Background: an optimization exercise with open tools, aiming at small area. Do not read the settings as production practice. Function was checked by simulation only, so behaviour that the tests miss may differ from the original. In runs 5 to 7 the design's own scripts or RTL, not TritonCTS, make the clock network. The flow treats the clock pin as an ideal source. Dropping or thinning the clock tree relies on that and would not hold on a real chip. Power is estimated from default activity; no workload was simulated.

`flow/constraint.sdc`:
```
create_clock -name core_clock -period 10.0 [get_ports {clk}]
set_input_delay 2.0000 -clock core_clock [delete_from_list [all_inputs] [get_ports {clk}]]
set_output_delay 2.0000 -clock core_clock [all_outputs]
set_load 0.01 [all_outputs]
```
`flow/flow/abc_override.tcl`:
```
# Map the logic with an area-oriented ABC script (flow/abc_area.script)
# instead of ORFS's delay-oriented one; registers are untouched.
proc abc {args} {
  set i [lsearch -exact $args -script]
  if {$i >= 0} { lset args [expr {$i + 1}] $::env(FLOW_ABC_SCRIPT) }
  yosys abc {*}$args
}
```
`flow/design.v`:
```
module Bin_to_Display #(parameter INLEN = 4)(
	input [INLEN-1:0] b_num,
	output reg [6:0] seg
);
	always @(*) begin
		case (b_num)
			4'd0: seg = 7'b1000000;
			4'd1: seg = 7'b1111001;
			4'd2: seg = 7'b0100100;
			4'd3: seg = 7'b0110000;
			4'd4: seg = 7'b0011001;
			4'd5: seg = 7'b0010010;
			4'd6: seg = 7'b0000010;
			4'd7: seg = 7'b1111000;
			4'd8: seg = 7'b0000000;
			4'd9: seg = 7'b0010000;
			default: seg = 7'b1111111;
		endcase
	end
endmodule
module ServoController (
	input clk,
	input reset,
	input gate_trigger,
	output pwm
);
	reg [9:0] k;
	reg [5:0] u;
	wire wrap = k[9] & k[8] & k[7] & !k[6] & k[5] & k[4] & k[2] & k[1];
	assign pwm = !reset || (&k[9:6]) || (k[9:6] == 4'd0 && k[5:0] < u);
	always @(posedge clk)
		k <= (wrap || !reset) ? 10'd974 : k + 10'd1;
	wire at50 = u[5] & u[4] & u[1];     
	wire at0  = (u == 6'd0);
	wire up = gate_trigger;
	wire en = wrap & (up ? !at50 : !at0);
	wire [5:0] cu, cd;
	assign cu[0] = 1'b1;
	assign cd[0] = 1'b1;
	genvar i;
	generate for (i = 1; i < 6; i = i + 1) begin : g
		assign cu[i] = cu[i-1] & u[i-1];
		assign cd[i] = cd[i-1] & !u[i-1];
	end endgenerate
	wire [5:0] tg = up ? cu : cd;
	always @(posedge clk or negedge reset)
		if (!reset) u <= 6'd0;
		else if (en) u <= u ^ tg;
endmodule
module CarParking (
    input clk,
    input InSig,
    input OutSig,
    input reset,
    output [6:0] HEX0,
    output [6:0] HEX1,
    output [6:0] HEX4,
    output ClosedLight,
    output OpenLight,
    output reg WarningLight,
    output motor
);
    reg [3:0] tens;
    reg [3:0] ones;
    reg [6:0] CarCount;
    reg state;
    always @(*) begin
        if (CarCount >= 30) begin
            tens = 3;
            ones = CarCount - 30;
        end else if (CarCount >= 20) begin
            tens = 2;
            ones = CarCount - 20;
        end else if (CarCount >= 10) begin
            tens = 1;
            ones = CarCount - 10;
        end else begin
            tens = 0;
            ones = CarCount[3:0];
        end
    end
    assign ClosedLight = (CarCount >= 35);
    assign OpenLight   = !ClosedLight;
    Bin_to_Display Display0 (.b_num(ones), .seg(HEX0));
    Bin_to_Display Display1 (.b_num(tens), .seg(HEX1));
    Bin_to_Display #(.INLEN(1)) Display4 (.b_num(state), .seg(HEX4));
    ServoController Motor1 (
        .clk(clk),
        .reset(reset),
        .gate_trigger(state),
        .pwm(motor)
    );
    reg [9:0] in_q, out_q;
    reg In_Button, Out_Button;
    reg In_Prev, Out_Prev;
    wire in_clr  = InSig  || !reset;
    wire out_clr = OutSig || !reset;
    wire in_m    = (in_q[8:0]  == 9'h0aa);
    wire out_m   = (out_q[8:0] == 9'h0aa);
    wire in_fb   = !in_m  && !(in_q[9]  ^ in_q[6]);
    wire out_fb  = !out_m && !(out_q[9] ^ out_q[6]);
    always @(posedge clk) begin
        in_q  <= in_clr  ? 10'h0a6 : {~in_q[8:0],  in_fb};
        out_q <= out_clr ? 10'h0a6 : {~out_q[8:0], out_fb};
        In_Button  <= reset && in_m  && in_q[9];
        Out_Button <= reset && out_m && out_q[9];
        In_Prev  <= In_Button;
        Out_Prev <= Out_Button;
    end
    reg [14:0] blink_q;
    wire blink_end = (blink_q == 15'h252e);
    always @(posedge clk)
        blink_q <= (blink_end || !reset) ? 15'd0 : {~blink_q[13:0], !(blink_q[14] ^ blink_q[13])};
    always @(posedge clk or negedge reset) begin
        if (!reset)
            WarningLight <= 0;
        else if (blink_end)
            WarningLight <= (CarCount > 30 && CarCount < 35) ? ~WarningLight : 1'b0;
    end
    reg [16:0] open_q;
    wire open_m = (open_q[15:0] == 16'haaaa);
    wire timer_end = open_m && !open_q[16];
    wire accept = !state && ((In_Button && !In_Prev && CarCount < 35) ||
                             (Out_Button && !Out_Prev && CarCount != 0));
    always @(posedge clk)
        open_q <= accept ? 17'h1a35c : {~open_q[15:0], !open_m && !(open_q[16] ^ open_q[13])};
    wire [6:0] cnt_up, cnt_dn;
    assign cnt_up[0] = 1'b1;
    assign cnt_dn[0] = 1'b1;
    genvar i;
    generate for (i = 1; i < 7; i = i + 1) begin : g_cnt
        assign cnt_up[i] = cnt_up[i-1] & CarCount[i-1];
        assign cnt_dn[i] = cnt_dn[i-1] & !CarCount[i-1];
    end endgenerate
    always @(posedge clk or negedge reset) begin
        if (!reset) begin
            state <= 1'b0;
            CarCount <= 0;
        end else begin
            if (accept) begin
                CarCount <= CarCount ^ (In_Button ? cnt_up : cnt_dn);
                state <= 1'b1;
            end else if (state && timer_end && !In_Button && !Out_Button)
                state <= 1'b0;
        end
    end
endmodule
```
`flow/standard.sh`:
```
#!/bin/bash
# synth_recipe.tcl (not shown) runs the flow's synth.tcl, then flattens the netlist and writes it again
# the make line also repeats each setting of config.mk as NAME=value (left out here)
make -C /OpenROAD-flow-scripts/flow DESIGN_CONFIG=/design/flow/config.mk WORK_HOME=/design/flow/orfs CLKGATE_MAP_FILE= SYNTH_SCRIPT=/design/flow/synth_recipe.tcl "${@:-finish}"
```
`flow/flow/abc_area.script`:
```
strash
&get -n
&fraig -x
&put
scorr
dc2
strash
&get -n
&dch -f
&nf -R 1000
&put
mfs2
strash
&get -n
&dch -f
&nf -a -R 1000
&put
```
`flow/flow/run.sh`:
```
#!/bin/bash
# Layout flow: the standard ORFS flow (standard.sh) with these changes:
#  - synthesis: synth_recipe.tcl unchanged except that ABC maps with an
#    area-oriented script (abc_area.script) and adders are left to ABC
#    instead of being mapped to ha/fa cells first (ADDER_MAP_FILE empty);
#  - each port gets the smallest buffer (buf_1);
#  - clock tree without dummy load cells.
# Each tool's log is in orfs/logs/; make's output is in flow_standard.log.
set -euo pipefail
here=$PWD
export FLOW_ABC_SCRIPT=$here/flow/abc_area.script
cat $here/flow/abc_override.tcl $here/synth_recipe.tcl > $here/flow_synth.tcl
sed -e "s#SYNTH_SCRIPT=[^ ]*#SYNTH_SCRIPT=$here/flow_synth.tcl ADDER_MAP_FILE=#" $here/standard.sh > $here/flow_standard.sh
export CTS_ARGS="${FLOW_CTS_ARGS:--sink_clustering_enable -repair_clock_nets -dont_use_dummy_load -buf_list {sky130_fd_sc_hd__clkbuf_8}}"
export BUFFER_PORTS_ARGS="-buffer_cell sky130_fd_sc_hd__buf_1"
bash $here/flow_standard.sh > $here/flow_standard.log 2>&1
```
`flow/config.mk`:
```
export PLATFORM = sky130hd
export DESIGN_NAME = CarParking
export DESIGN_NICKNAME = CarParking
export VERILOG_FILES = /design/flow/design.v
export SDC_FILE = /design/flow/constraint.sdc
export NUM_CORES = 4
export LEC_CHECK = 0
export CAP_MARGIN = 20
export CORE_MARGIN = 2
export CORE_UTILIZATION = 40
export SLEW_MARGIN = 20
```
==> flow_summary.rst, run 1 <==
.. list-table::
   :header-rows: 1

   * - Metric
     - Value
   * - Status
     - finished clean
   * - Final-report setup violation count
     - 0
   * - GRT Residual Overflow
     - 0
   * - Final period util
     - 0.505
   * - First-pass detailed-route iteration total
     - 5
   * - Leakage power total
     - 1.39 nW
   * - Growth of design area from synthesis to finish
     - 9.34%
   * - Initial detailed-routing violation count
     - 66
   * - Clock-pin slew on the worst setup and hold paths
     - 0.09 ns
   * - Final min period
     - 5.05 ns
   * - Max IR drop VDD
     - 87.6 uV
   * - Boundary pin count
     - 29
   * - Floorplan core area
     - 0.00733 mm2
   * - Fin. Hold Viols
     - 0
   * - Post-DR vias/cell
     - 4.81
   * - FP Rows
     - 31
   * - Fin. max-slew vios
     - 0
   * - Ratio of cells with drive above 1 in the final layout
     - 0.0282
   * - Total track usage
     - 0.137
   * - Net total in the final layout
     - 360
   * - Post-route clock skew
     - 0.0267 ns
   * - Post-synthesis instance area
     - 0.00305 mm2
   * - Transition at the pin with the smallest max-transition slack
     - 0.610 ns
   * - Met3 Track Usage GR
     - 0.0349
   * - Critical path launch point type
     - register
   * - Class of the most critical setup path
     - reg -> out
   * - Power density over the cells
     - 185 mW/mm2
   * - Clock tree from TritonCTS
     - yes
   * - Cell Count Post-Placement
     - 444
   * - GRT Max-Usage Layer
     - met2
   * - Pre-CTS setup slack
     - 5.34 ns
   * - Fmax achieved
     - 0.198 GHz
   * - Yosys Warn Count
     - 4
   * - Number of port buffers
     - 24
   * - Die area
     - 0.00835 mm2
   * - Critical Path Sink Type
     - primary output
   * - Post-cts hold buffer count
     - 0
   * - Sum of negative setup slack
     - 0 ns
   * - Maximum number of pins on one net before global-route repair
     - 26
   * - Die outline width
     - 91.4 um
   * - CTS H-Tree Depth
     - 3
   * - Post-Place Cell Area
     - 0.00322 mm2
   * - PnR worst setup slack
     - 4.95 ns
   * - Quantity of gates resized following cts
     - 0
   * - Root Buffer Master
     - sky130_fd_sc_hd__clkbuf_8
   * - First-pass GRT wire length
     - 9260 um
   * - Number of diodes added for antenna fixing
     - 0
   * - Path type of the worst min-delay path
     - reg -> reg
   * - Final cell count without fillers
     - 453
   * - Met1 routing resource usage after global routing
     - 0.184
   * - Clock net sink count
     - 81
   * - Number of vias in the routed layout
     - 2,178
   * - Post-detailed-route DRC marker count
     - 0
   * - Worst Path Required
     - 8.00 ns
   * - Largest fanout on the critical path
     - 13
   * - Sequential fraction of the synthesis area
     - 0.556
   * - Average size of a mapped cell
     - 9.34 um2
   * - Max Root-Sink Buffers
     - 2
   * - Synthesized instance count
     - 327
   * - Estimated wirelength of the detail-placed design
     - 3550 um
   * - # fillers
     - 721
   * - Post-detailed-routing wire length
     - 5080 um
   * - CP arrival
     - 3.05 ns
   * - Core occupancy in the finished layout
     - 0.456
   * - Synthesized flop and latch total
     - 81
   * - Number of buffers added by the clock tree synthesis step
     - 9
   * - Met2 Resource Use GR
     - 0.203
   * - Final routed wire length divided by cell count
     - 11.2 um
   * - Gpl congestion
     - 0.793
   * - Max Cap Viol
     - 0
   * - Vias in the first global route
     - 2,093
   * - Clock Latency Late Sink
     - 0.35 ns
   * - Post-route cell area
     - 0.00334 mm2
   * - Floorplan die height
     - 91.4 um
   * - Starting density of the core
     - 0.417
   * - Remaining number of nets flagged by the antenna check after routing
     - 0
   * - Setup repair after global routing missed its margin
     - false
   * - Antenna violations before repair
     - 0
   * - Netlist cell types
     - 40
   * - Post-CTS Setup Inserts
     - 0
   * - Tightest slew margin relative to the limit
     - 0.590
## cell families after synthesis
| logic type | after synthesis | share of synthesized area |
|---|---|---|
| AO/OA/AOI/OAI | 43 | 0.0852 |
| buffers and inverters | 19 | 0.0344 |
| flip-flops | 81 | 0.556 |
| other | 2 | 0.00246 |
| adder cells (fa/ha/maj) | 3 | 0.00983 |
| XOR/XNOR | 28 | 0.0803 |
| AND/OR/NAND/NOR | 151 | 0.232 |
## critical path, stage by stage, from the launching register on
cell and delay, ns:
sky130_fd_sc_hd__dfrtp_1 0.53, sky130_fd_sc_hd__o21a_1 0.26, sky130_fd_sc_hd__nor3_1 0.31, sky130_fd_sc_hd__nor2_1 0.13
sky130_fd_sc_hd__or2_0 0.27, sky130_fd_sc_hd__xor2_1 0.46, sky130_fd_sc_hd__o21ai_0 0.22, sky130_fd_sc_hd__xnor2_1 0.19
sky130_fd_sc_hd__a41o_1 0.22, sky130_fd_sc_hd__buf_1 0.12
## final cells by class
cell class	instances	area, um2	area share
Sequential cell	81	1700	0.508
Multi-Input combinational cell	229	1260	0.377
Clock buffer	9	124	0.0371
Tap cell	99	124	0.0371
Timing Repair Buffer	25	97.6	0.0292
Inverter	10	37.5	0.0112
## placed cells by master, fill, tap and decap left out, drive strengths merged, types with 8 or more instances in the layout
master and instances:
xor2 9, xnor2 19, dfxtp 66, nor2 51
o21ai 14, dfrtp 15, a21oi 12, buf 25
nand4 8, clkbuf 9, clkinv 10, nor3 13
nand2 39
## registers in the layout, summed over array words and instances (netlist names)
signal	cells
open_q	17
blink_q	15
Motor1.k	10
in_q	10
out_q	10
CarCount	7
Motor1.u	6
In_Button	1
In_Prev	1
Out_Button	1
Out_Prev	1
WarningLight	1
state	1
## worst paths after layout
| path | from | end | slack, ns | cells after the start |
|---|---|---|---|---|
| hold / removal | open_q[1] | open_q[2] | 0.37 | 1 |
| max in group asynchronous | reset | Motor1.u[4] | 8.14 | 2 |
| hold reg to reg | open_q[1] | open_q[2] | 0.37 | 1 |
| setup reg to reg | CarCount[2] | CarCount[6] | 7.22 | 8 |
| setup / recovery | CarCount[1] | HEX0[3] | 4.95 | 9 |
| min in group asynchronous | reset | WarningLight | 1.62 | 2 |
## power breakdown
| part | internal [mW] | switching [mW] |
|---|---|---|
| clock | 0.0804 | 0.0962 |
| combinational | 0.0339 | 0.0514 |
| sequential | 0.342 | 0.0156 |
## cell usage after synthesis
cell type,count,area (um2)
sky130_fd_sc_hd__or4_1,1,7.51
sky130_fd_sc_hd__xor2_1,9,78.8
sky130_fd_sc_hd__a21oi_1,12,60.1
sky130_fd_sc_hd__nand4_1,8,50.1
sky130_fd_sc_hd__maj3_1,3,30.0
sky130_fd_sc_hd__nor2_1,51,191
sky130_fd_sc_hd__clkinv_1,10,37.5
sky130_fd_sc_hd__o31ai_1,2,15.0
sky130_fd_sc_hd__a41o_1,1,10.0
sky130_fd_sc_hd__or2_0,5,31.3
sky130_fd_sc_hd__xnor2_1,19,166
sky130_fd_sc_hd__and3_1,6,37.5
sky130_fd_sc_hd__o211ai_1,2,15.0
sky130_fd_sc_hd__a31oi_1,3,18.8
sky130_fd_sc_hd__nand4b_1,1,8.76
sky130_fd_sc_hd__o22ai_1,1,6.26
sky130_fd_sc_hd__conb_1,2,7.51
sky130_fd_sc_hd__nor4b_1,2,17.5
sky130_fd_sc_hd__nor2b_1,4,25.0
sky130_fd_sc_hd__dfrtp_1,15,375
sky130_fd_sc_hd__a21boi_0,1,7.51
sky130_fd_sc_hd__or3_1,3,18.8
sky130_fd_sc_hd__a31o_1,1,8.76
sky130_fd_sc_hd__o21a_1,2,15.0
sky130_fd_sc_hd__dfxtp_1,66,1320
sky130_fd_sc_hd__o21ai_0,14,70.1
sky130_fd_sc_hd__and4_1,1,8.76
sky130_fd_sc_hd__o22a_1,1,8.76
sky130_fd_sc_hd__nor3b_1,1,7.51
sky130_fd_sc_hd__o311ai_0,1,8.76
sky130_fd_sc_hd__buf_4,9,67.6
sky130_fd_sc_hd__nand3b_1,1,7.51
sky130_fd_sc_hd__nand3_1,6,30.0
sky130_fd_sc_hd__o2bb2ai_1,1,8.76
sky130_fd_sc_hd__nor4_1,2,12.5
sky130_fd_sc_hd__nor3_1,13,65.1
sky130_fd_sc_hd__nand2_1,39,146
sky130_fd_sc_hd__and2_0,1,6.26
sky130_fd_sc_hd__a21o_1,1,7.51
sky130_fd_sc_hd__nand2b_1,6,37.5
## routing by layer
metal | vias to the layer above | wire length [um]
met2 | 37 | 2070
met3 | 9 | 166
met1 | 989 | 2750
li1 | 1143 | -
met5 | - | 0
met4 | 0 | 89
## metrics by stage
step / power [mW] / hold WS (ns)
final: 0.619 / 0.369
after global routing: 0.656 / 0.383
after CTS: 0.629 / 0.368
after detailed placement: 0.450 / 0.366
after global placement: 0.448 / 0.362
after floorplan: 0.426 / 0.351
==> run 2: changes to the inputs <==
--- a/flow/flow/run.sh
+++ b/flow/flow/run.sh
@@ -11,6 +11,6 @@
 export FLOW_ABC_SCRIPT=$here/flow/abc_area.script
 cat $here/flow/abc_override.tcl $here/synth_recipe.tcl > $here/flow_synth.tcl
 sed -e "s#SYNTH_SCRIPT=[^ ]*#SYNTH_SCRIPT=$here/flow_synth.tcl ADDER_MAP_FILE=#" $here/standard.sh > $here/flow_standard.sh
-export CTS_ARGS="${FLOW_CTS_ARGS:--sink_clustering_enable -repair_clock_nets -dont_use_dummy_load -buf_list {sky130_fd_sc_hd__clkbuf_8}}"
+export CTS_ARGS="${FLOW_CTS_ARGS:--sink_clustering_enable -repair_clock_nets -dont_use_dummy_load -buf_list {sky130_fd_sc_hd__clkbuf_4} -root_buf sky130_fd_sc_hd__clkbuf_8}"
 export BUFFER_PORTS_ARGS="-buffer_cell sky130_fd_sc_hd__buf_1"
 bash $here/flow_standard.sh > $here/flow_standard.log 2>&1
==> run 2 against run 1 <==
The flow now stops in clock tree synthesis (4_1_cts). Area after synthesis did not move. Synthesized cell count did not move.
==> flow_summary.rst, run 2 <==
.. list-table::
   :header-rows: 1

   * - Metric
     - Value
   * - Netlist cell types
     - 40
   * - Top FF cell, synth
     - sky130_fd_sc_hd__dfxtp_1
   * - Estimated wirelength of the detail-placed design
     - 3550 um
   * - Sequential fraction of the synthesis area
     - 0.556
   * - Yosys Warn Count
     - 4
   * - Most frequent cells after synthesis
     - 66 x sky130_fd_sc_hd__dfxtp_1, 51 x sky130_fd_sc_hd__nor2_1, 39 x sky130_fd_sc_hd__nand2_1, 19 x sky130_fd_sc_hd__xnor2_1, 15 x sky130_fd_sc_hd__dfrtp_1
   * - Floorplan die height
     - 91.4 um
   * - Number of enable flip-flop cells after synthesis
     - 0
   * - FP Rows
     - 31
   * - Starting density of the core
     - 0.417
   * - Status
     - did not finish
   * - Boundary pin count
     - 29
   * - Post-synthesis cell type with the largest combined area
     - sky130_fd_sc_hd__dfxtp_1
   * - Synthesized flop and latch total
     - 81
   * - Leading post-synthesis cells by cell area
     - sky130_fd_sc_hd__dfxtp_1 43%, sky130_fd_sc_hd__dfrtp_1 12%, sky130_fd_sc_hd__nor2_1 6.3%
   * - Post-synthesis instance area
     - 0.00305 mm2
   * - Error message
     - [ERROR CTS-0126] No physical master cell found for buffer -root_buf.
   * - Average size of a mapped cell
     - 9.34 um2
   * - Number of port buffers
     - 24
   * - Proportion of netlist area held by the largest area contributor
     - 0.433
   * - Gpl congestion
     - 0.793
   * - Die outline width
     - 91.4 um
   * - Synthesized instance count
     - 327
   * - Fail Step
     - clock tree synthesis (4_1_cts)
   * - Cell with the most instances after synthesis
     - sky130_fd_sc_hd__dfxtp_1
   * - Share of synthesized registers carrying an async set or reset
     - 0.185
-- run 2: cells by family after synthesis --
| kind of cell | after synthesis | share of synthesized area |
|---|---|---|
| AOI/OAI and AO/OA | 43 | 0.0852 |
| xor gates and xnor gates | 28 | 0.0803 |
| adders and majority gates | 3 | 0.00983 |
| buffers and inverters | 19 | 0.0344 |
| DFF | 81 | 0.556 |
| other | 2 | 0.00246 |
| and+or+nand+nor | 151 | 0.232 |
-- run 2: how the worst min path moves through the flow --
stage	startpoint	end	slack, ns	cells after the start
floorplan	Out_Button	Out_Prev	0.35	0
global placement	in_q[4]	in_q[5]	0.36	1
detailed placement	open_q[5]	open_q[6]	0.37	1
-- run 2: through the flow --
stage | utilization | worst slack [ns] | cells | hold slack, ns | instance area, um2
3_3_place_gp | 0.439 | 5.35 | 444 | 0.362 | 3220
2_1_floorplan | - | 5.48 | 329 | 0.351 | 3060
3_5_place_dp | 0.439 | 5.34 | 444 | 0.366 | 3220
-- run 2: power by group through the flow --
stage | combinational [mW] | clock (mW) | sequential (mW)
floorplan | 0.0657 | 0 | 0.360
global placement | 0.0836 | 0 | 0.364
detailed placement | 0.0856 | 0 | 0.364
==> run 3: changes to the inputs <==
--- a/flow/flow/run.sh
+++ b/flow/flow/run.sh
@@ -11,6 +11,6 @@
 export FLOW_ABC_SCRIPT=$here/flow/abc_area.script
 cat $here/flow/abc_override.tcl $here/synth_recipe.tcl > $here/flow_synth.tcl
 sed -e "s#SYNTH_SCRIPT=[^ ]*#SYNTH_SCRIPT=$here/flow_synth.tcl ADDER_MAP_FILE=#" $here/standard.sh > $here/flow_standard.sh
-export CTS_ARGS="${FLOW_CTS_ARGS:--sink_clustering_enable -repair_clock_nets -dont_use_dummy_load -buf_list {sky130_fd_sc_hd__clkbuf_4} -root_buf sky130_fd_sc_hd__clkbuf_8}"
+export CTS_ARGS="-sink_clustering_enable -repair_clock_nets -dont_use_dummy_load -buf_list {sky130_fd_sc_hd__clkbuf_4} -root_buf sky130_fd_sc_hd__clkbuf_8"
 export BUFFER_PORTS_ARGS="-buffer_cell sky130_fd_sc_hd__buf_1"
 bash $here/flow_standard.sh > $here/flow_standard.log 2>&1
==> run 3 against run 2 <==
Now clean on timing, DRC and antenna. Area after synthesis did not move. Synthesized cell count did not move.
==> flow_summary.rst, run 3 <==
.. list-table::
   :header-rows: 1

   * - Metric
     - Value
   * - Status
     - finished clean
   * - Netlist cell types
     - 40
   * - Top FF cell, synth
     - sky130_fd_sc_hd__dfxtp_1
   * - Beginning of the worst hold path
     - open_q[1]
   * - Final routed wire length divided by cell count
     - 11.2 um
   * - Ratio of cells with drive above 1 in the final layout
     - 0.0282
   * - Yosys Warn Count
     - 4
   * - Register with the highest flop count
     - open_q
   * - Class of the most critical setup path
     - reg -> out
   * - Number of enable flip-flop cells after synthesis
     - 0
   * - Number of port buffers
     - 24
   * - Number of buffers and inverters on the critical path
     - 1
   * - Die outline width
     - 91.4 um
   * - Fin. Hold Viols
     - 0
   * - Post-CTS Setup Inserts
     - 0
   * - Average size of a mapped cell
     - 9.34 um2
   * - Critical path's top delay family
     - simple AND/OR/NAND/NOR gates
   * - Leading post-synthesis cells by cell area
     - sky130_fd_sc_hd__dfxtp_1 43%, sky130_fd_sc_hd__dfrtp_1 12%, sky130_fd_sc_hd__nor2_1 6.3%
   * - Number of flip-flops in the largest register
     - 17
   * - Clock tree from TritonCTS
     - yes
   * - Transition at the pin with the smallest max-transition slack
     - 0.610 ns
   * - Setup repair after global routing missed its margin
     - false
   * - First-pass detailed-route iteration total
     - 5
   * - Post-synthesis cell type with the largest combined area
     - sky130_fd_sc_hd__dfxtp_1
   * - Net total in the final layout
     - 360
   * - FP Rows
     - 31
   * - Clock-pin slew on the worst setup and hold paths
     - 0.09 ns
   * - Largest fanout on the critical path
     - 13
   * - Post-detailed-routing wire length
     - 5080 um
   * - Cell Count Post-Placement
     - 444
   * - Path type of the worst min-delay path
     - reg -> reg
   * - Root Buffer Master
     - sky130_fd_sc_hd__clkbuf_8
   * - Total track usage
     - 0.137
   * - Vias in the first global route
     - 2,093
   * - Floorplan core area
     - 0.00733 mm2
   * - Post-DR vias/cell
     - 4.81
   * - GRT Residual Overflow
     - 0
   * - Beginning of the worst register-to-register path
     - CarCount[2]
   * - Max Cap Viol
     - 0
   * - Proportion of netlist area held by the largest area contributor
     - 0.433
   * - Synthesized flop and latch total
     - 81
   * - Final-report setup violation count
     - 0
   * - Max IR drop VDD
     - 87.6 uV
   * - Final cell count without fillers
     - 453
   * - Boundary pin count
     - 29
   * - Post-cts hold buffer count
     - 0
   * - Critical path launch point type
     - register
   * - Final period util
     - 0.505
   * - Share of synthesized registers carrying an async set or reset
     - 0.185
   * - Number of buffers added by the clock tree synthesis step
     - 9
   * - Initial detailed-routing violation count
     - 66
   * - Worst Hold Endpoint
     - open_q[2]
   * - Biggest registers after layout
     - open_q x17, blink_q x15
   * - Cell with the most instances after synthesis
     - sky130_fd_sc_hd__dfxtp_1
   * - Final min period
     - 5.05 ns
   * - Power density over the cells
     - 185 mW/mm2
   * - Delay of the slowest cell on the worst path
     - 0.53 ns
   * - First-pass GRT wire length
     - 9260 um
   * - Clock net sink count
     - 81
   * - Post-detailed-route DRC marker count
     - 0
   * - Gpl congestion
     - 0.793
   * - CTS H-Tree Depth
     - 3
   * - Quantity of gates resized following cts
     - 0
   * - Most common cell after layout, fill and taps aside
     - sky130_fd_sc_hd__dfxtp_1
   * - Estimated wirelength of the detail-placed design
     - 3550 um
   * - Max Root-Sink Buffers
     - 2
   * - Growth of design area from synthesis to finish
     - 9.34%
   * - Most frequent cells after synthesis
     - 66 x sky130_fd_sc_hd__dfxtp_1, 51 x sky130_fd_sc_hd__nor2_1, 39 x sky130_fd_sc_hd__nand2_1, 19 x sky130_fd_sc_hd__xnor2_1, 15 x sky130_fd_sc_hd__dfrtp_1
   * - Tightest slew margin relative to the limit
     - 0.590
   * - Cell breakdown of the critical path
     - o21a_1, nor3_1, nor2_1, or2_0, xor2_1, o21ai_0, xnor2_1, a41o_1, buf_1
   * - Number of vias in the routed layout
     - 2,178
   * - Synthesized instance count
     - 327
   * - Critical Path Sink Type
     - primary output
   * - Most used cells in the layout excluding fill and tap cells
     - 66 x sky130_fd_sc_hd__dfxtp_1, 51 x sky130_fd_sc_hd__nor2_1, 39 x sky130_fd_sc_hd__nand2_1, 24 x sky130_fd_sc_hd__buf_1, 19 x sky130_fd_sc_hd__xnor2_1
   * - Number of cells on the worst hold path
     - 1
   * - Sum of negative setup slack
     - 0 ns
   * - Starting density of the core
     - 0.417
   * - R2R Path End
     - CarCount[6]
   * - Fin. max-slew vios
     - 0
   * - Clock Latency Late Sink
     - 0.35 ns
   * - Worst Path Required
     - 8.00 ns
   * - Fmax achieved
     - 0.198 GHz
   * - Sequential fraction of the synthesis area
     - 0.556
   * - Leakage power total
     - 1.39 nW
   * - Maximum number of pins on one net before global-route repair
     - 26
   * - Antenna violations before repair
     - 0
   * - Register-to-Register Path Depth
     - 8
   * - Post-route clock skew
     - 0.0267 ns
   * - Die area
     - 0.00835 mm2
   * - CP arrival
     - 3.05 ns
   * - CP max-delay cell
     - sky130_fd_sc_hd__dfrtp_1
   * - Worst setup slack for register-to-register paths
     - 7.22 ns
   * - Number of diodes added for antenna fixing
     - 0
   * - Post-synthesis instance area
     - 0.00305 mm2
   * - Remaining number of nets flagged by the antenna check after routing
     - 0
   * - Floorplan die height
     - 91.4 um
==> run 3: cell counts after synthesis <==
No cell type changed its count.
==> run 3: how the worst max path moves through the flow <==
stage,start,end,slack (ns),depth (start not counted)
2_1_floorplan,CarCount[1],HEX0[3],5.48,8
3_3_place_gp,reset,motor,5.35,4
3_5_place_dp,CarCount[5],HEX0[3],5.34,9
4_1_cts,CarCount[1],HEX0[3],4.96,9
5_1_grt,CarCount[1],HEX0[3],4.67,9
6_report,CarCount[1],HEX0[3],4.95,9
==> run 3: cells by family after synthesis <==
logic type | synth area share
xor gates and xnor gates | 0.0803
buffers and inverters | 0.0344
AOI/OAI and AO/OA | 0.0852
DFF | 0.556
and+or+nand+nor | 0.232
other | 0.00246
adders and majority gates | 0.00983
==> run 3: report_power, final <==
group	switching, mW	internal (mW)
clock	0.0962	0.0804
combinational	0.0514	0.0339
sequential	0.0156	0.342
total	0.163	0.456
==> run 3: metrics by stage <==
stage	area (um2)	hold WS [ns]	util	power, mW	setup WS [ns]
3_3_place_gp	3220	0.362	0.439	0.448	5.35
6_report	3340	0.369	0.456	0.619	4.95
5_1_grt	3340	0.383	0.456	0.656	4.67
2_1_floorplan	3060	0.351	-	0.426	5.48
4_1_cts	3340	0.368	0.456	0.629	4.96
3_5_place_dp	3220	0.366	0.439	0.450	5.34
==> run 3: area by class of cell <==
type                            count  area, um2
Fill cell                         721       3990
Timing Repair Buffer               25       97.6
Clock buffer                        9        124
Sequential cell                    81       1700
Multi-Input combinational cell    229       1260
Inverter                           10       37.5
Tap cell                           99        124
==> run 3: per-layer routing <==
metal  share of wire  vias to the layer above  wire [um]  GRT usage
met2            0.41                       37       2070      0.203
li1                -                     1143          -          -
met4           0.018                        0         89     0.0682
met3           0.033                        9        166     0.0349
met5               0                        -          0          0
met1            0.54                      989       2750      0.184
==> run 4: changes to the inputs <==
--- a/flow/flow/run.sh
+++ b/flow/flow/run.sh
@@ -11,6 +11,6 @@
 export FLOW_ABC_SCRIPT=$here/flow/abc_area.script
 cat $here/flow/abc_override.tcl $here/synth_recipe.tcl > $here/flow_synth.tcl
 sed -e "s#SYNTH_SCRIPT=[^ ]*#SYNTH_SCRIPT=$here/flow_synth.tcl ADDER_MAP_FILE=#" $here/standard.sh > $here/flow_standard.sh
-export CTS_ARGS="-sink_clustering_enable -repair_clock_nets -dont_use_dummy_load -buf_list {sky130_fd_sc_hd__clkbuf_4} -root_buf sky130_fd_sc_hd__clkbuf_8"
+export CTS_ARGS="-sink_clustering_enable -repair_clock_nets -dont_use_dummy_load -buf_list {sky130_fd_sc_hd__clkbuf_8}"
 export BUFFER_PORTS_ARGS="-buffer_cell sky130_fd_sc_hd__buf_1"
 bash $here/flow_standard.sh > $here/flow_standard.log 2>&1
==> run 4 against run 3 <==
Clock skew unchanged. Sequential share of layout area stayed put. Critical path depth is the same. First-iteration DRC count unchanged. Combinational power hardly changed. Global-route usage is the same. Non-clock buffer count is the same. Register-to-register slack about the same. Via count stayed put. Sequential cell count stayed put. Largest cell class unchanged.
==> flow_summary.rst, run 4 <==
.. list-table::
   :header-rows: 1

   * - Metric
     - Value
   * - Netlist cell types
     - 40
   * - Clock Latency Late Sink
     - 0.35 ns
   * - Share of synthesized registers carrying an async set or reset
     - 0.185
   * - Sum of negative setup slack
     - 0 ns
   * - Cell breakdown of the critical path
     - o21a_1, nor3_1, nor2_1, or2_0, xor2_1, o21ai_0, xnor2_1, a41o_1, buf_1
   * - Max Root-Sink Buffers
     - 2
   * - Number of vias in the routed layout
     - 2,178
   * - Number of flip-flops in the largest register
     - 17
   * - Synthesized flop and latch total
     - 81
   * - Delay of the slowest cell on the worst path
     - 0.53 ns
   * - Post-synthesis instance area
     - 0.00305 mm2
   * - Number of buffers added by the clock tree synthesis step
     - 9
   * - Total track usage
     - 0.137
   * - Number of port buffers
     - 24
   * - Growth of design area from synthesis to finish
     - 9.34%
   * - GRT Residual Overflow
     - 0
   * - Vias in the first global route
     - 2,093
   * - Net total in the final layout
     - 360
   * - Setup repair after global routing missed its margin
     - false
   * - Initial detailed-routing violation count
     - 66
   * - Final-report setup violation count
     - 0
   * - FP Rows
     - 31
   * - CTS H-Tree Depth
     - 3
   * - Floorplan core area
     - 0.00733 mm2
   * - Floorplan die height
     - 91.4 um
   * - First-pass GRT wire length
     - 9260 um
   * - Worst Path Required
     - 8.00 ns
   * - Max IR drop VDD
     - 87.6 uV
   * - Tightest slew margin relative to the limit
     - 0.590
   * - Leading post-synthesis cells by cell area
     - sky130_fd_sc_hd__dfxtp_1 43%, sky130_fd_sc_hd__dfrtp_1 12%, sky130_fd_sc_hd__nor2_1 6.3%
   * - Post-route clock skew
     - 0.0267 ns
   * - Biggest registers after layout
     - open_q x17, blink_q x15
   * - Sequential fraction of the synthesis area
     - 0.556
   * - Estimated wirelength of the detail-placed design
     - 3550 um
   * - Transition at the pin with the smallest max-transition slack
     - 0.610 ns
   * - Path type of the worst min-delay path
     - reg -> reg
   * - Register with the highest flop count
     - open_q
   * - Die outline width
     - 91.4 um
   * - Proportion of netlist area held by the largest area contributor
     - 0.433
   * - Critical path launch point type
     - register
   * - Status
     - finished clean
   * - Leakage power total
     - 1.39 nW
   * - Final min period
     - 5.05 ns
   * - Max Cap Viol
     - 0
   * - Number of diodes added for antenna fixing
     - 0
   * - Final cell count without fillers
     - 453
   * - Power density over the cells
     - 185 mW/mm2
   * - Fin. Hold Viols
     - 0
   * - Post-detailed-route DRC marker count
     - 0
   * - Antenna violations before repair
     - 0
   * - Beginning of the worst register-to-register path
     - CarCount[2]
   * - Starting density of the core
     - 0.417
   * - Die area
     - 0.00835 mm2
   * - Fin. max-slew vios
     - 0
   * - Clock tree from TritonCTS
     - yes
   * - Cell with the most instances after synthesis
     - sky130_fd_sc_hd__dfxtp_1
   * - Final routed wire length divided by cell count
     - 11.2 um
   * - Average size of a mapped cell
     - 9.34 um2
   * - Root Buffer Master
     - sky130_fd_sc_hd__clkbuf_8
   * - Critical Path Sink Type
     - primary output
   * - PnR worst setup slack
     - 4.95 ns
   * - Cell Count Post-Placement
     - 444
   * - Yosys Warn Count
     - 4
   * - Most frequent cells after synthesis
     - 66 x sky130_fd_sc_hd__dfxtp_1, 51 x sky130_fd_sc_hd__nor2_1, 39 x sky130_fd_sc_hd__nand2_1, 19 x sky130_fd_sc_hd__xnor2_1, 15 x sky130_fd_sc_hd__dfrtp_1
   * - Critical path startpoint
     - CarCount[1]
   * - Boundary pin count
     - 29
   * - Quantity of gates resized following cts
     - 0
   * - Core occupancy in the finished layout
     - 0.456
   * - Beginning of the worst hold path
     - open_q[1]
   * - Top FF cell, synth
     - sky130_fd_sc_hd__dfxtp_1
   * - CP arrival
     - 3.05 ns
   * - Post-synthesis cell type with the largest combined area
     - sky130_fd_sc_hd__dfxtp_1
   * - Maximum number of pins on one net before global-route repair
     - 26
   * - Number of enable flip-flop cells after synthesis
     - 0
   * - Clock net sink count
     - 81
   * - First-pass detailed-route iteration total
     - 5
   * - Synthesized instance count
     - 327
   * - Ratio of cells with drive above 1 in the final layout
     - 0.0282
   * - Post-Place Cell Area
     - 0.00322 mm2
   * - Pre-CTS setup slack
     - 5.34 ns
   * - Most common cell after layout, fill and taps aside
     - sky130_fd_sc_hd__dfxtp_1
   * - Remaining number of nets flagged by the antenna check after routing
     - 0
   * - # fillers
     - 721
   * - Sum of internal, switching and leakage power
     - 0.619 mW
   * - Gpl congestion
     - 0.793
   * - Post-detailed-routing wire length
     - 5080 um
   * - Worst hold margin
     - 0.369 ns
   * - Fmax achieved
     - 0.198 GHz
   * - Post-DR vias/cell
     - 4.81
   * - Largest fanout on the critical path
     - 13
   * - Post-CTS Setup Inserts
     - 0
   * - Class of the most critical setup path
     - reg -> out
   * - Clock-pin slew on the worst setup and hold paths
     - 0.09 ns
   * - Post-route cell area
     - 0.00334 mm2
   * - Post-cts hold buffer count
     - 0
   * - CP max-delay cell
     - sky130_fd_sc_hd__dfrtp_1
   * - Final period util
     - 0.505
   * - Most used cells in the layout excluding fill and tap cells
     - 66 x sky130_fd_sc_hd__dfxtp_1, 51 x sky130_fd_sc_hd__nor2_1, 39 x sky130_fd_sc_hd__nand2_1, 24 x sky130_fd_sc_hd__buf_1, 19 x sky130_fd_sc_hd__xnor2_1
-- run 4: cells by family (layout without fill, tap and decap cells) --
kind of cell | Yosys count | count (layout) | share of synthesized area
AO/OA/AOI/OAI | 43 | 43 | 0.0852
XOR/XNOR | 28 | 28 | 0.0803
adder cells (fa/ha/maj) | 3 | 3 | 0.00983
buffers and inverters | 19 | 44 | 0.0344
flip-flops | 81 | 81 | 0.556
other | 2 | 4 | 0.00246
AND/OR/NAND/NOR | 151 | 151 | 0.232
-- run 4: final cells by class --
type	count	area, um2	share of cell area
multi-input cells	229	1260	0.377
well taps	99	124	0.0371
inverters	10	37.5	0.0112
flip-flops and latches	81	1700	0.508
repair buffers	25	97.6	0.0292
clock buffers	9	124	0.0371
-- run 4: path summary, 6_finish.rpt --
kind,end,cells after the start,slack [ns]
worst max-delay path,HEX0[3],9,4.95
worst min-delay path,open_q[2],1,0.37
worst max register to register,CarCount[6],8,7.22
worst min register to register,open_q[2],1,0.37
max in group asynchronous,Motor1.u[4],2,8.14
min in group asynchronous,WarningLight,2,1.62
-- run 4: power by group --
part           switching, mW  leakage, nW  internal (mW)
clock network         0.0962       0.0647         0.0804
logic                 0.0514        0.571         0.0339
registers             0.0156        0.756          0.342
total                  0.163         1.39          0.456
-- run 4: critical path: cells and delay by family, from the launching register on --
kind                      cells  cell delay (ns)
xor gates and xnor gates      2             0.65
and+or+nand+nor               3             0.71
buffers and inverters         1             0.12
AOI/OAI and AO/OA             3             0.70
DFF                           1             0.53
-- run 4: layer usage --
layer,routed length [um],global-route usage,vias up
li1,-,-,1143
met1,2750,0.184,989
met2,2070,0.203,37
met3,166,0.0349,9
met4,89,0.0682,0
met5,0,0,-
==> run 5: changes to the inputs <==
==> flow/flow/run.sh (replaced) <==
#!/bin/bash
# Layout flow: the standard ORFS flow (standard.sh) with these changes:
#  - synthesis: synth_recipe.tcl unchanged except that ABC maps with an
#    area-oriented script (abc_area.script) and adders are left to ABC
#    instead of being mapped to ha/fa cells first (ADDER_MAP_FILE empty);
#  - each port gets the smallest buffer (buf_1);
#  - clock tree: one level of clock buffers over balanced sink groups
#    (manual_cts.tcl, run in place of TritonCTS).
# Each tool's log is in orfs/logs/; make's output is in flow_standard.log.
set -euo pipefail
here=$PWD
export FLOW_ABC_SCRIPT=$here/flow/abc_area.script
cat $here/flow/abc_override.tcl $here/synth_recipe.tcl > $here/flow_synth.tcl
sed -e "s#SYNTH_SCRIPT=[^ ]*#SYNTH_SCRIPT=$here/flow_synth.tcl ADDER_MAP_FILE=#" $here/standard.sh > $here/flow_standard.sh
export PRE_CTS_TCL=$here/flow/manual_cts.tcl
export FLOW_CTS_LEVELS=2
export FLOW_CTS_BUF=sky130_fd_sc_hd__clkbuf_8
export BUFFER_PORTS_ARGS="-buffer_cell sky130_fd_sc_hd__buf_1"
bash $here/flow_standard.sh > $here/flow_standard.log 2>&1
==> flow/flow/manual_cts.tcl (new file) <==
# Clock tree for a small design, used in place of TritonCTS: the clock
# sinks are split into FLOW_CTS_CLUSTERS balanced groups by recursive
# bisection of their placement, and each group gets one FLOW_CTS_BUF
# clock buffer, placed at the group's centre and fed from the clock port.
# All sinks are one buffer away from the port; the groups are the same
# size, so the buffers' loads (and the clock arrivals) match closely.
rename clock_tree_synthesis triton_clock_tree_synthesis

proc flow_bisect {items depth} {
  # items: list of {x y iterm}; returns a list of groups
  if {$depth == 0 || [llength $items] < 2} { return [list $items] }
  set xs [lsort -real [lmap i $items {lindex $i 0}]]
  set ys [lsort -real [lmap i $items {lindex $i 1}]]
  set axis [expr {([lindex $xs end] - [lindex $xs 0]) >= ([lindex $ys end] - [lindex $ys 0]) ? 0 : 1}]
  set sorted [lsort -real -index $axis $items]
  set half [expr {[llength $sorted] / 2}]
  set a [lrange $sorted 0 [expr {$half - 1}]]
  set b [lrange $sorted $half end]
  return [concat [flow_bisect $a [expr {$depth - 1}]] [flow_bisect $b [expr {$depth - 1}]]]
}

proc clock_tree_synthesis {args} {
  set levels $::env(FLOW_CTS_LEVELS)
  set block [ord::get_db_block]
  set master [[ord::get_db] findMaster $::env(FLOW_CTS_BUF)]
  foreach clk [all_clocks] {
    foreach src [get_property $clk sources] {
      set bterm [$block findBTerm [get_full_name $src]]
      set root [$bterm getNet]
      set items {}
      foreach it [$root getITerms] {
        set inst [$it getInst]
        set bb [$inst getBBox]
        lappend items [list [expr {([$bb xMin] + [$bb xMax]) / 2.0}] [expr {([$bb yMin] + [$bb yMax]) / 2.0}] $it]
      }
      set k 0
      foreach group [flow_bisect $items $levels] {
        set name "clkbuf_m_${k}_[$root getName]"
        set buf [odb::dbInst_create $block $master $name]
        set net [odb::dbNet_create $block "clknet_m_${k}_[$root getName]"]
        $net setSigType CLOCK
        set sx 0.0; set sy 0.0
        foreach i $group {
          set it [lindex $i 2]
          $it disconnect
          $it connect $net
          set sx [expr {$sx + [lindex $i 0]}]
          set sy [expr {$sy + [lindex $i 1]}]
        }
        set n [llength $group]
        [$buf findITerm A] connect $root
        [$buf findITerm X] connect $net
        set w [[$buf getMaster] getWidth]
        set h [[$buf getMaster] getHeight]
        $buf setLocation [expr {int($sx / $n - $w / 2)}] [expr {int($sy / $n - $h / 2)}]
        $buf setPlacementStatus PLACED
        puts "manual CTS: $name drives $n sinks"
        incr k
      }
    }
  }
  global_connect
  set_propagated_clock [all_clocks]
}
==> run 5 against run 4 <==
Area after synthesis stayed put. Sequential share of layout area is 1.1 points higher. Combinational power hardly changed. First-iteration DRC count is 24% higher. Critical path type unchanged. Largest power group unchanged.
==> flow_summary.rst, run 5 <==
.. list-table::
   :header-rows: 1

   * - Metric
     - Value
   * - Status
     - finished clean
   * - Tightest slew margin relative to the limit
     - 0.590
   * - Total area of multi-input combinational cells
     - 0.00126 mm2
   * - Final period util
     - 0.489
   * - Post-DR vias/cell
     - 4.79
   * - Post-CTS Setup Inserts
     - 0
   * - FF+latch area
     - 0.00170 mm2
   * - Number of diodes added for antenna fixing
     - 0
   * - Final-report setup violation count
     - 0
   * - Number of flip-flops in the largest register
     - 17
   * - Worst Path Required
     - 8.00 ns
   * - Fmax achieved
     - 0.204 GHz
   * - Total track usage
     - 0.122
   * - Transition at the pin with the smallest max-transition slack
     - 0.611 ns
   * - Initial detailed-routing violation count
     - 82
   * - Net total in the final layout
     - 355
   * - GRT Residual Overflow
     - 0
   * - Part of the total power dissipated in sequential elements
     - 0.643
   * - Floorplan die height
     - 91.4 um
   * - Power spent charging and discharging nets
     - 0.143 mW
   * - Most common cell after layout, fill and taps aside
     - sky130_fd_sc_hd__dfxtp_1
   * - Share of power burned in the clock network
     - 0.204
   * - Leakage power total
     - 1.36 nW
   * - Proportion of netlist area held by the largest area contributor
     - 0.433
   * - Post-detailed-route DRC marker count
     - 0
   * - Sum of negative setup slack
     - 0 ns
   * - Number of enable flip-flop cells after synthesis
     - 0
   * - Clock-pin slew on the worst setup and hold paths
     - 0.11 ns
   * - Average size of a mapped cell
     - 9.34 um2
   * - Share of synthesized registers carrying an async set or reset
     - 0.185
   * - FP Rows
     - 31
   * - Post-route clock skew
     - 0.00763 ns
   * - Vias in the first global route
     - 2,059
   * - Core occupancy in the finished layout
     - 0.446
   * - Die area
     - 0.00835 mm2
   * - Setup repair after global routing missed its margin
     - false
   * - Post-Place Cell Area
     - 0.00322 mm2
   * - Cell internal power dissipation
     - 0.413 mW
   * - First-pass GRT wire length
     - 9000 um
   * - Netlist cell types
     - 40
   * - Ratio of cells with drive above 1 in the final layout
     - 0.0143
   * - Max Cap Viol
     - 0
   * - Post-route cell area
     - 0.00327 mm2
   * - Die outline width
     - 91.4 um
   * - Synthesized flop and latch total
     - 81
   * - Estimated wirelength of the detail-placed design
     - 3550 um
   * - Sequential fraction of the synthesis area
     - 0.556
   * - Final routed wire length divided by cell count
     - 10.9 um
   * - Growth of design area from synthesis to finish
     - 7.09%
   * - Combinational group share of total power
     - 0.153
   * - Number of vias in the routed layout
     - 2,146
   * - Post-synthesis instance area
     - 0.00305 mm2
   * - # fillers
     - 723
   * - Class of the most critical setup path
     - reg -> out
   * - First-pass detailed-route iteration total
     - 4
   * - Remaining number of nets flagged by the antenna check after routing
     - 0
   * - Antenna violations before repair
     - 0
   * - Path type of the worst min-delay path
     - reg -> reg
   * - Number of port buffers
     - 24
   * - Floorplan core area
     - 0.00733 mm2
   * - Delay of the slowest cell on the worst path
     - 0.54 ns
   * - Switching part of the total
     - 0.257
   * - CP max-delay cell
     - sky130_fd_sc_hd__dfrtp_1
   * - Top FF cell, synth
     - sky130_fd_sc_hd__dfxtp_1
   * - Register with the highest flop count
     - open_q
   * - Synthesized instance count
     - 327
   * - Post-synthesis cell type with the largest combined area
     - sky130_fd_sc_hd__dfxtp_1
   * - Largest fanout on the critical path
     - 13
   * - Fin. Hold Viols
     - 0
   * - Yosys Warn Count
     - 4
   * - CP arrival
     - 2.89 ns
   * - Boundary pin count
     - 29
   * - Critical path launch point type
     - register
   * - Max IR drop VDD
     - 105 uV
   * - Fin. max-slew vios
     - 0
   * - Critical Path Sink Type
     - primary output
   * - Gpl congestion
     - 0.793
   * - Leading post-synthesis cells by cell area
     - sky130_fd_sc_hd__dfxtp_1 43%, sky130_fd_sc_hd__dfrtp_1 12%, sky130_fd_sc_hd__nor2_1 6.3%
   * - Cell breakdown of the critical path
     - o21a_1, nor3_1, nor2_1, or2_0, xor2_1, o21ai_0, xnor2_1, a41o_1, buf_1
   * - Starting density of the core
     - 0.417
   * - Final min period
     - 4.89 ns
   * - Most frequent cells after synthesis
     - 66 x sky130_fd_sc_hd__dfxtp_1, 51 x sky130_fd_sc_hd__nor2_1, 39 x sky130_fd_sc_hd__nand2_1, 19 x sky130_fd_sc_hd__xnor2_1, 15 x sky130_fd_sc_hd__dfrtp_1
   * - Most used cells in the layout excluding fill and tap cells
     - 66 x sky130_fd_sc_hd__dfxtp_1, 51 x sky130_fd_sc_hd__nor2_1, 39 x sky130_fd_sc_hd__nand2_1, 24 x sky130_fd_sc_hd__buf_1, 19 x sky130_fd_sc_hd__xnor2_1
   * - Biggest registers after layout
     - open_q x17, blink_q x15
   * - Post-detailed-routing wire length
     - 4890 um
   * - Power density over the cells
     - 170 mW/mm2
   * - Post-cts hold buffer count
     - 0
   * - Clock Latency Late Sink
     - 0.17 ns
   * - Cell with the most instances after synthesis
     - sky130_fd_sc_hd__dfxtp_1
   * - Maximum number of pins on one net before global-route repair
     - 26
   * - Quantity of gates resized following cts
     - 0
-- run 5: path summary, 6_finish.rpt --
path | startpoint | end | slack [ns] | depth (start not counted)
min in group asynchronous | reset | Motor1.u[5] | 1.77 | 2
setup / recovery | CarCount[1] | HEX0[3] | 5.11 | 9
setup reg to reg | CarCount[2] | CarCount[6] | 7.21 | 8
hold reg to reg | in_q[1] | in_q[2] | 0.39 | 1
max in group asynchronous | reset | WarningLight | 8.01 | 2
hold / removal | in_q[1] | in_q[2] | 0.39 | 1
-- run 5: metal layers --
metal / wire (um) / GRT usage / up-vias
li1: - / - / 1140
met1: 2690 / 0.179 / 970
met2: 1990 / 0.200 / 31
met3: 157 / 0.0108 / 5
met4: 63 / 0.0126 / 0
met5: 0 / 0 / -
-- run 5: power groups by stage --
stage	sequential (mW)	clock, mW	combinational [mW]
final	0.357	0.113	0.0851
after global routing	0.361	0.130	0.0975
after CTS	0.357	0.119	0.0859
after detailed placement	0.364	0	0.0856
after global placement	0.364	0	0.0836
after floorplan	0.360	0	0.0657
-- run 5: kinds of logic (layout without fill, tap and decap cells) --
logic type	count (synthesis)	count (layout)	share of synthesized area
adders and majority gates	3	3	0.00983
and+or+nand+nor	151	151	0.232
xor gates and xnor gates	28	28	0.0803
other	2	4	0.00246
buffers and inverters	19	39	0.0344
DFF	81	81	0.556
AOI/OAI and AO/OA	43	43	0.0852
-- run 5: critical path: cells and delay by family, from the launching register on --
kind	cells	cell delay, ns
AOI/OAI and AO/OA	3	0.70
xor gates and xnor gates	2	0.65
buffers and inverters	1	0.12
DFF	1	0.54
and+or+nand+nor	3	0.72
-- run 5: metrics by stage --
stage               worst slack, ns  power, mW  instances  hold slack, ns
floorplan                      5.48      0.426        329           0.351
global placement               5.35      0.448        444           0.362
detailed placement             5.34      0.450        444           0.366
CTS                            5.12      0.562        448           0.395
global route                   4.83      0.588        448           0.407
finish                         5.11      0.556        448           0.392
-- run 5: area by class of cell --
| class | instances | area share |
|---|---|---|
| Multi-Input combinational cell | 229 | 0.385 |
| Timing Repair Buffer | 25 | 0.0298 |
| Buffer | 4 | 0.0168 |
| Sequential cell | 81 | 0.519 |
| Tap cell | 99 | 0.0379 |
| Inverter | 10 | 0.0115 |
==> run 6: changes to the inputs <==
--- a/flow/config.mk
+++ b/flow/config.mk
@@ -7,5 +7,5 @@
 export LEC_CHECK = 0
 export CAP_MARGIN = 20
 export CORE_MARGIN = 2
-export CORE_UTILIZATION = 40
+export CORE_UTILIZATION = 65
 export SLEW_MARGIN = 20
==> run 6 against run 5 <==
Sequential power hardly changed. Design area down 1.8%. Global-route usage is 6.0 points higher.
==> flow_summary.rst, run 6 <==
.. list-table::
   :header-rows: 1

   * - Metric
     - Value
   * - Status
     - finished clean
   * - Proportion of netlist area held by the largest area contributor
     - 0.433
   * - Worst Path Required
     - 8.00 ns
   * - Post-DR vias/cell
     - 5.43
   * - Biggest registers after layout
     - open_q x17, blink_q x15
   * - Die outline width
     - 72.5 um
   * - Vias in the first global route
     - 1,879
   * - Beginning of the worst hold path
     - open_q[15]
   * - Floorplan die height
     - 72.5 um
   * - Max IR drop VDD
     - 145 uV
   * - Yosys Warn Count
     - 4
   * - Fin. max-slew vios
     - 0
   * - Critical Path Sink Type
     - primary output
   * - Most common cell after layout, fill and taps aside
     - sky130_fd_sc_hd__dfxtp_1
   * - Leakage power total
     - 1.36 nW
   * - Register with the highest flop count
     - open_q
   * - Sequential fraction of the synthesis area
     - 0.556
   * - Max Cap Viol
     - 0
   * - Cell with the most instances after synthesis
     - sky130_fd_sc_hd__dfxtp_1
   * - Transition at the pin with the smallest max-transition slack
     - 0.599 ns
   * - Class of the most critical setup path
     - reg -> out
   * - CP arrival
     - 2.86 ns
   * - Final routed wire length divided by cell count
     - 12.0 um
   * - Sum of internal, switching and leakage power
     - 0.555 mW
   * - Top FF cell, synth
     - sky130_fd_sc_hd__dfxtp_1
   * - Most used cells in the layout excluding fill and tap cells
     - 66 x sky130_fd_sc_hd__dfxtp_1, 51 x sky130_fd_sc_hd__nor2_1, 39 x sky130_fd_sc_hd__nand2_1, 24 x sky130_fd_sc_hd__buf_1, 19 x sky130_fd_sc_hd__xnor2_1
   * - # fillers
     - 356
   * - Setup repair after global routing missed its margin
     - false
   * - Growth of design area from synthesis to finish
     - 5.16%
   * - Initial detailed-routing violation count
     - 130
   * - Fmax achieved
     - 0.206 GHz
   * - Gpl congestion
     - 0.802
   * - Leading post-synthesis cells by cell area
     - sky130_fd_sc_hd__dfxtp_1 43%, sky130_fd_sc_hd__dfrtp_1 12%, sky130_fd_sc_hd__nor2_1 6.3%
   * - Estimated wirelength of the detail-placed design
     - 3440 um
   * - Path type of the worst min-delay path
     - reg -> reg
   * - Critical path startpoint
     - CarCount[1]
   * - FP Rows
     - 24
   * - Beginning of the worst register-to-register path
     - CarCount[2]
   * - Fin. Hold Viols
     - 0
   * - Sum of negative setup slack
     - 0 ns
   * - Final-report setup violation count
     - 0
   * - Number of diodes added for antenna fixing
     - 0
   * - Die area
     - 0.00526 mm2
   * - Power density over the cells
     - 173 mW/mm2
   * - Post-synthesis instance area
     - 0.00305 mm2
   * - Post-route clock skew
     - 0.0145 ns
   * - Netlist cell types
     - 40
   * - Number of port buffers
     - 24
   * - Total area of multi-input combinational cells
     - 0.00126 mm2
   * - Remaining number of nets flagged by the antenna check after routing
     - 0
   * - Clock-pin slew on the worst setup and hold paths
     - 0.12 ns
   * - GRT Residual Overflow
     - 0
   * - Quantity of gates resized following cts
     - 0
   * - Largest fanout on the critical path
     - 13
   * - Average size of a mapped cell
     - 9.34 um2
   * - Floorplan core area
     - 0.00444 mm2
   * - Post-cts hold buffer count
     - 0
   * - Share of synthesized registers carrying an async set or reset
     - 0.185
   * - FF+latch area
     - 0.00170 mm2
   * - Net total in the final layout
     - 355
   * - Final period util
     - 0.486
   * - Synthesized instance count
     - 327
   * - Starting density of the core
     - 0.687
   * - Number of flip-flops in the largest register
     - 17
   * - Number of vias in the routed layout
     - 2,179
   * - Ratio of cells with drive above 1 in the final layout
     - 0.0143
   * - Boundary pin count
     - 29
   * - Post-CTS Setup Inserts
     - 0
   * - Number of enable flip-flop cells after synthesis
     - 0
   * - Maximum number of pins on one net before global-route repair
     - 26
   * - Most frequent cells after synthesis
     - 66 x sky130_fd_sc_hd__dfxtp_1, 51 x sky130_fd_sc_hd__nor2_1, 39 x sky130_fd_sc_hd__nand2_1, 19 x sky130_fd_sc_hd__xnor2_1, 15 x sky130_fd_sc_hd__dfrtp_1
   * - Post-synthesis cell type with the largest combined area
     - sky130_fd_sc_hd__dfxtp_1
   * - Post-detailed-routing wire length
     - 4810 um
   * - Post-detailed-route DRC marker count
     - 0
   * - Total track usage
     - 0.181
   * - Critical path launch point type
     - register
   * - First-pass detailed-route iteration total
     - 4
   * - Clock Latency Late Sink
     - 0.17 ns
   * - Antenna violations before repair
     - 0
   * - Final min period
     - 4.86 ns
   * - Synthesized flop and latch total
     - 81
   * - First-pass GRT wire length
     - 8040 um
   * - Tightest slew margin relative to the limit
     - 0.597
[run 6: cell counts in the layout (fill, tap and decap cells not counted)]
No cell type changed its count.
[run 6: worst max-delay path: stages, from the launching register on]
cell,delay (ns)
sky130_fd_sc_hd__dfrtp_1,0.54
sky130_fd_sc_hd__o21a_1,0.26
sky130_fd_sc_hd__nor3_1,0.31
sky130_fd_sc_hd__nor2_1,0.12
sky130_fd_sc_hd__or2_0,0.27
sky130_fd_sc_hd__xor2_1,0.46
sky130_fd_sc_hd__o21ai_0,0.22
sky130_fd_sc_hd__xnor2_1,0.18
sky130_fd_sc_hd__a41o_1,0.21
sky130_fd_sc_hd__buf_1,0.12
[run 6: kinds of logic (layout without fill, tap and decap cells)]
group	count (synthesis)	after routing	share of synthesized area
xor+xnor	28	28	0.0803
other cells	2	4	0.00246
fa+ha+maj	3	3	0.00983
flops	81	81	0.556
compound gates	43	43	0.0852
buf+inv	19	39	0.0344
simple gates	151	151	0.232
[run 6: final timing paths]
kind                                end  slack [ns]  cells after the start
setup / recovery                HEX0[3]        5.14                      9
hold / removal               open_q[16]        0.38                      1
setup reg to reg            CarCount[6]        7.15                      8
hold reg to reg              open_q[16]        0.38                      1
max in group asynchronous   Motor1.u[0]        7.99                      2
min in group asynchronous  WarningLight        1.77                      2
[run 6: power by group]
part / internal (mW) / switching [mW] / total (mW) / leakage (nW)
logic: 0.0339 / 0.0504 / 0.0843 / 0.571
clock network: 0.0375 / 0.0758 / 0.113 / 0.0288
registers: 0.342 / 0.0156 / 0.357 / 0.756
total: 0.413 / 0.142 / 0.555 / 1.36
[run 6: metrics by stage]
stage	instance area, um2	worst slack, ns	cells	utilization	hold slack [ns]
2_1_floorplan	3060	5.48	329	-	0.351
3_3_place_gp	3160	5.36	397	0.710	0.361
3_5_place_dp	3160	5.32	397	0.710	0.369
4_1_cts	3210	5.15	401	0.723	0.387
5_1_grt	3210	4.88	401	0.723	0.405
6_report	3210	5.14	401	0.723	0.376
[run 6: final cells by class]
| class | instances | share of cell area |
|---|---|---|
| plain buffers | 4 | 0.0171 |
| well taps | 52 | 0.0203 |
| inverters | 10 | 0.0117 |
| multi-input cells | 229 | 0.392 |
| flip-flops and latches | 81 | 0.528 |
| repair buffers | 25 | 0.0304 |
[run 6: metal layers]
layer | vias up | track usage | routed length [um]
li1 | 1141 | - | -
met1 | 995 | 0.262 | 2480
met2 | 39 | 0.311 | 2130
met3 | 4 | 0.0167 | 167
met4 | 0 | 0.0144 | 36
met5 | - | 0 | 0
==> run 7: changes to the inputs <==
--- a/flow/flow/run.sh
+++ b/flow/flow/run.sh
@@ -15,5 +15,7 @@
 export PRE_CTS_TCL=$here/flow/manual_cts.tcl
 export FLOW_CTS_LEVELS=2
 export FLOW_CTS_BUF=sky130_fd_sc_hd__clkbuf_8
+export FLOW_CTS_BIG_BUF=sky130_fd_sc_hd__clkbuf_16
+export FLOW_CTS_MAX_SLEW=0.090
 export BUFFER_PORTS_ARGS="-buffer_cell sky130_fd_sc_hd__buf_1"
 bash $here/flow_standard.sh > $here/flow_standard.log 2>&1
--- a/flow/flow/manual_cts.tcl
+++ b/flow/flow/manual_cts.tcl
@@ -4,6 +4,8 @@
 # clock buffer, placed at the group's centre and fed from the clock port.
 # All sinks are one buffer away from the port; the groups are the same
 # size, so the buffers' loads (and the clock arrivals) match closely.
+# A group whose estimated clock-pin slew exceeds FLOW_CTS_MAX_SLEW (in
+# the STA's user time unit) gets the stronger FLOW_CTS_BIG_BUF instead.
 rename clock_tree_synthesis triton_clock_tree_synthesis
 
 proc flow_bisect {items depth} {
@@ -34,6 +36,7 @@
         lappend items [list [expr {([$bb xMin] + [$bb xMax]) / 2.0}] [expr {([$bb yMin] + [$bb yMax]) / 2.0}] $it]
       }
       set k 0
+      set bufs {}
       foreach group [flow_bisect $items $levels] {
         set name "clkbuf_m_${k}_[$root getName]"
         set buf [odb::dbInst_create $block $master $name]
@@ -55,10 +58,31 @@
         $buf setLocation [expr {int($sx / $n - $w / 2)}] [expr {int($sy / $n - $h / 2)}]
         $buf setPlacementStatus PLACED
         puts "manual CTS: $name drives $n sinks"
+        lappend bufs $buf
         incr k
       }
     }
   }
   global_connect
   set_propagated_clock [all_clocks]
+  # Upsize any group buffer whose sinks' estimated clock slew is high.
+  estimate_parasitics -placement
+  set big [[ord::get_db] findMaster $::env(FLOW_CTS_BIG_BUF)]
+  foreach buf $bufs {
+    set net [[$buf findITerm X] getNet]
+    set worst 0.0
+    foreach pin [get_pins -of_objects [get_nets [$net getName]]] {
+      if {[get_property $pin direction] ne "input"} { continue }
+      foreach edge {rise fall} {
+        set s [sta::time_sta_ui [get_property $pin slew_max_$edge]]
+        if {$s > $worst} { set worst $s }
+      }
+    }
+    puts "manual CTS: [$buf getName] estimated sink slew $worst"
+    if {$worst > $::env(FLOW_CTS_MAX_SLEW)} {
+      $buf swapMaster $big
+      puts "manual CTS: [$buf getName] upsized to $::env(FLOW_CTS_BIG_BUF)"
+    }
+  }
+  estimate_parasitics -placement
 }
--- a/flow/config.mk
+++ b/flow/config.mk
@@ -7,5 +7,5 @@
 export LEC_CHECK = 0
 export CAP_MARGIN = 20
 export CORE_MARGIN = 2
-export CORE_UTILIZATION = 65
+export CORE_UTILIZATION = 40
 export SLEW_MARGIN = 20
==> run 7 against run 6 <==
Worst setup slack improved by 0.011 ns. Final cell count rose by 12%. Register-to-register slack better by 0.07 ns. Critical path type unchanged. Global-route usage shrank 6.0 points. Total power is 6.4% higher.
==> flow_summary.rst, run 7 <==
.. list-table::
   :header-rows: 1

   * - Metric
     - Value
   * - Critical path's top delay family
     - simple AND/OR/NAND/NOR gates
   * - Total track usage
     - 0.121
   * - Net total in the final layout
     - 355
   * - Cell with the most instances after synthesis
     - sky130_fd_sc_hd__dfxtp_1
   * - Most frequent cells after synthesis
     - 66 x sky130_fd_sc_hd__dfxtp_1, 51 x sky130_fd_sc_hd__nor2_1, 39 x sky130_fd_sc_hd__nand2_1, 19 x sky130_fd_sc_hd__xnor2_1, 15 x sky130_fd_sc_hd__dfrtp_1
   * - Largest fanout on the critical path
     - 13
   * - Met3 Track Usage GR
     - 0.00664
   * - CP arrival
     - 2.85 ns
   * - Initial detailed-routing violation count
     - 74
   * - Number of vias in the routed layout
     - 2,151
   * - Setup repair after global routing missed its margin
     - false
   * - GRT Max-Usage Layer
     - met2
   * - Post-route clock skew
     - 0.00639 ns
   * - Leading post-synthesis cells by cell area
     - sky130_fd_sc_hd__dfxtp_1 43%, sky130_fd_sc_hd__dfrtp_1 12%, sky130_fd_sc_hd__nor2_1 6.3%
   * - PnR worst setup slack
     - 5.15 ns
   * - Number of diodes added for antenna fixing
     - 0
   * - Most common cell after layout, fill and taps aside
     - sky130_fd_sc_hd__dfxtp_1
   * - Post-CTS Setup Inserts
     - 0
   * - Top FF cell, synth
     - sky130_fd_sc_hd__dfxtp_1
   * - Fmax achieved
     - 0.206 GHz
   * - Final min period
     - 4.85 ns
   * - First-pass detailed-route iteration total
     - 4
   * - Final period util
     - 0.485
   * - Critical path startpoint
     - CarCount[1]
   * - Critical path launch point type
     - register
   * - Floorplan die height
     - 91.4 um
   * - Worst Path Required
     - 8.00 ns
   * - Remaining number of nets flagged by the antenna check after routing
     - 0
   * - Post-detailed-route DRC marker count
     - 0
   * - Register with the highest flop count
     - open_q
   * - Floorplan core area
     - 0.00733 mm2
   * - Delay of the slowest cell on the worst path
     - 0.53 ns
   * - Estimated wirelength of the detail-placed design
     - 3550 um
   * - Fin. max-slew vios
     - 0
   * - Register-to-Register Path Depth
     - 8
   * - Core occupancy in the finished layout
     - 0.452
   * - Sum of negative setup slack
     - 0 ns
   * - Stages on the worst setup path
     - 9
   * - Power density over the cells
     - 178 mW/mm2
   * - First-pass GRT wire length
     - 8960 um
   * - Tightest slew margin relative to the limit
     - 0.592
   * - Proportion of netlist area held by the largest area contributor
     - 0.433
   * - Number of flip-flops in the largest register
     - 17
   * - Starting density of the core
     - 0.417
   * - Leakage power total
     - 1.38 nW
   * - Transition at the pin with the smallest max-transition slack
     - 0.607 ns
   * - Clock-pin slew on the worst setup and hold paths
     - 0.08 ns
   * - Max Cap Viol
     - 0
   * - Post-synthesis instance area
     - 0.00305 mm2
   * - Die area
     - 0.00835 mm2
   * - Ratio of cells with drive above 1 in the final layout
     - 0.0143
   * - Number of enable flip-flop cells after synthesis
     - 0
   * - Max IR drop VDD
     - 69.7 uV
   * - Average size of a mapped cell
     - 9.34 um2
   * - R2R Path End
     - CarCount[6]
   * - Final routed wire length divided by cell count
     - 10.9 um
   * - Quantity of gates resized following cts
     - 0
   * - Pre-CTS setup slack
     - 5.34 ns
   * - Yosys Warn Count
     - 4
   * - Worst setup slack for register-to-register paths
     - 7.22 ns
   * - Critical Path Sink Type
     - primary output
   * - Worst hold margin
     - 0.384 ns
   * - Status
     - finished clean
   * - Final-report setup violation count
     - 0
   * - Antenna violations before repair
     - 0
   * - Biggest registers after layout
     - open_q x17, blink_q x15
   * - Boundary pin count
     - 29
   * - Fin. Hold Viols
     - 0
   * - Clock Latency Late Sink
     - 0.15 ns
   * - Class of the most critical setup path
     - reg -> out
   * - Path type of the worst min-delay path
     - reg -> reg
==> run 7: how the worst min path moves through the flow <==
stage / start / slack (ns) / end / depth (start not counted)
after floorplan: Out_Button / 0.35 / Out_Prev / 0
after global placement: in_q[4] / 0.36 / in_q[5] / 1
after detailed placement: open_q[5] / 0.37 / open_q[6] / 1
after CTS: in_q[4] / 0.39 / in_q[5] / 1
after global routing: Out_Button / 0.40 / Out_Prev / 0
final: open_q[12] / 0.38 / open_q[13] / 1
==> run 7: final cells by class <==
type / count / area (um2) / area share
Sequential cell: 81 / 1700 / 0.512
Multi-Input combinational cell: 229 / 1260 / 0.380
Tap cell: 99 / 124 / 0.0374
Buffer: 4 / 100 / 0.0302
Timing Repair Buffer: 25 / 97.6 / 0.0294
Inverter: 10 / 37.5 / 0.0113
==> run 7: metal layers <==
layer  vias to the layer above  routed length (um)
li1                       1137                   -
met1                       978                2680
met2                        31                2010
met3                         5                 125
met4                         0                  92
met5                         -                   0
==> run 7: cells by family after synthesis <==
family                     after synthesis  synth area share
AOI/OAI and AO/OA                       43            0.0852
xor gates and xnor gates                28            0.0803
adders and majority gates                3           0.00983
buffers and inverters                   19            0.0344
DFF                                     81             0.556
other                                    2           0.00246
and+or+nand+nor                        151             0.232
==> run 7: power by group <==
part	internal (mW)	switching (mW)
Clock	0.0725	0.0755
Combinational	0.0339	0.0512
Sequential	0.341	0.0156
Total	0.448	0.142

## static timing again, ports no longer ideal
The results above use ideal ports. As a check the final layouts listed here were re-extracted and re-timed, cells and wires unchanged. Step 1 assumes that a clkbuf_16 drives the clock port and a buf_2 every other input. Step 2 times the ports against the registers' clock, not the clock port: input delays grow and output delays shrink by t, the midpoint of the rising clock arrivals with the driver on. Slacks: ideal / step 1 / step 2; pairs: ideal / step 1.
run	shift t [ns]	setup slack, ns	worst setup path at the end	worst register clock-pin slew, ns	worst data-port slew with drivers (ns)
run 1	0.362	4.950 / 4.921 / 5.283	register to output	0.09 / 0.09	0.03
run 3	0.362	4.950 / 4.921 / 5.283	register to output	0.09 / 0.09	0.03
run 4	0.362	4.950 / 4.921 / 5.283	register to output	0.09 / 0.09	0.03
run 5	0.222	5.108 / 5.051 / 5.273	register to output	0.12 / 0.12	0.03
run 6	0.218	5.136 / 5.083 / 5.301	register to output	0.12 / 0.12	0.03
run 7	0.218	5.147 / 5.071 / 5.289	register to output	0.08 / 0.08	0.03
After both steps every run listed still meets setup and hold.
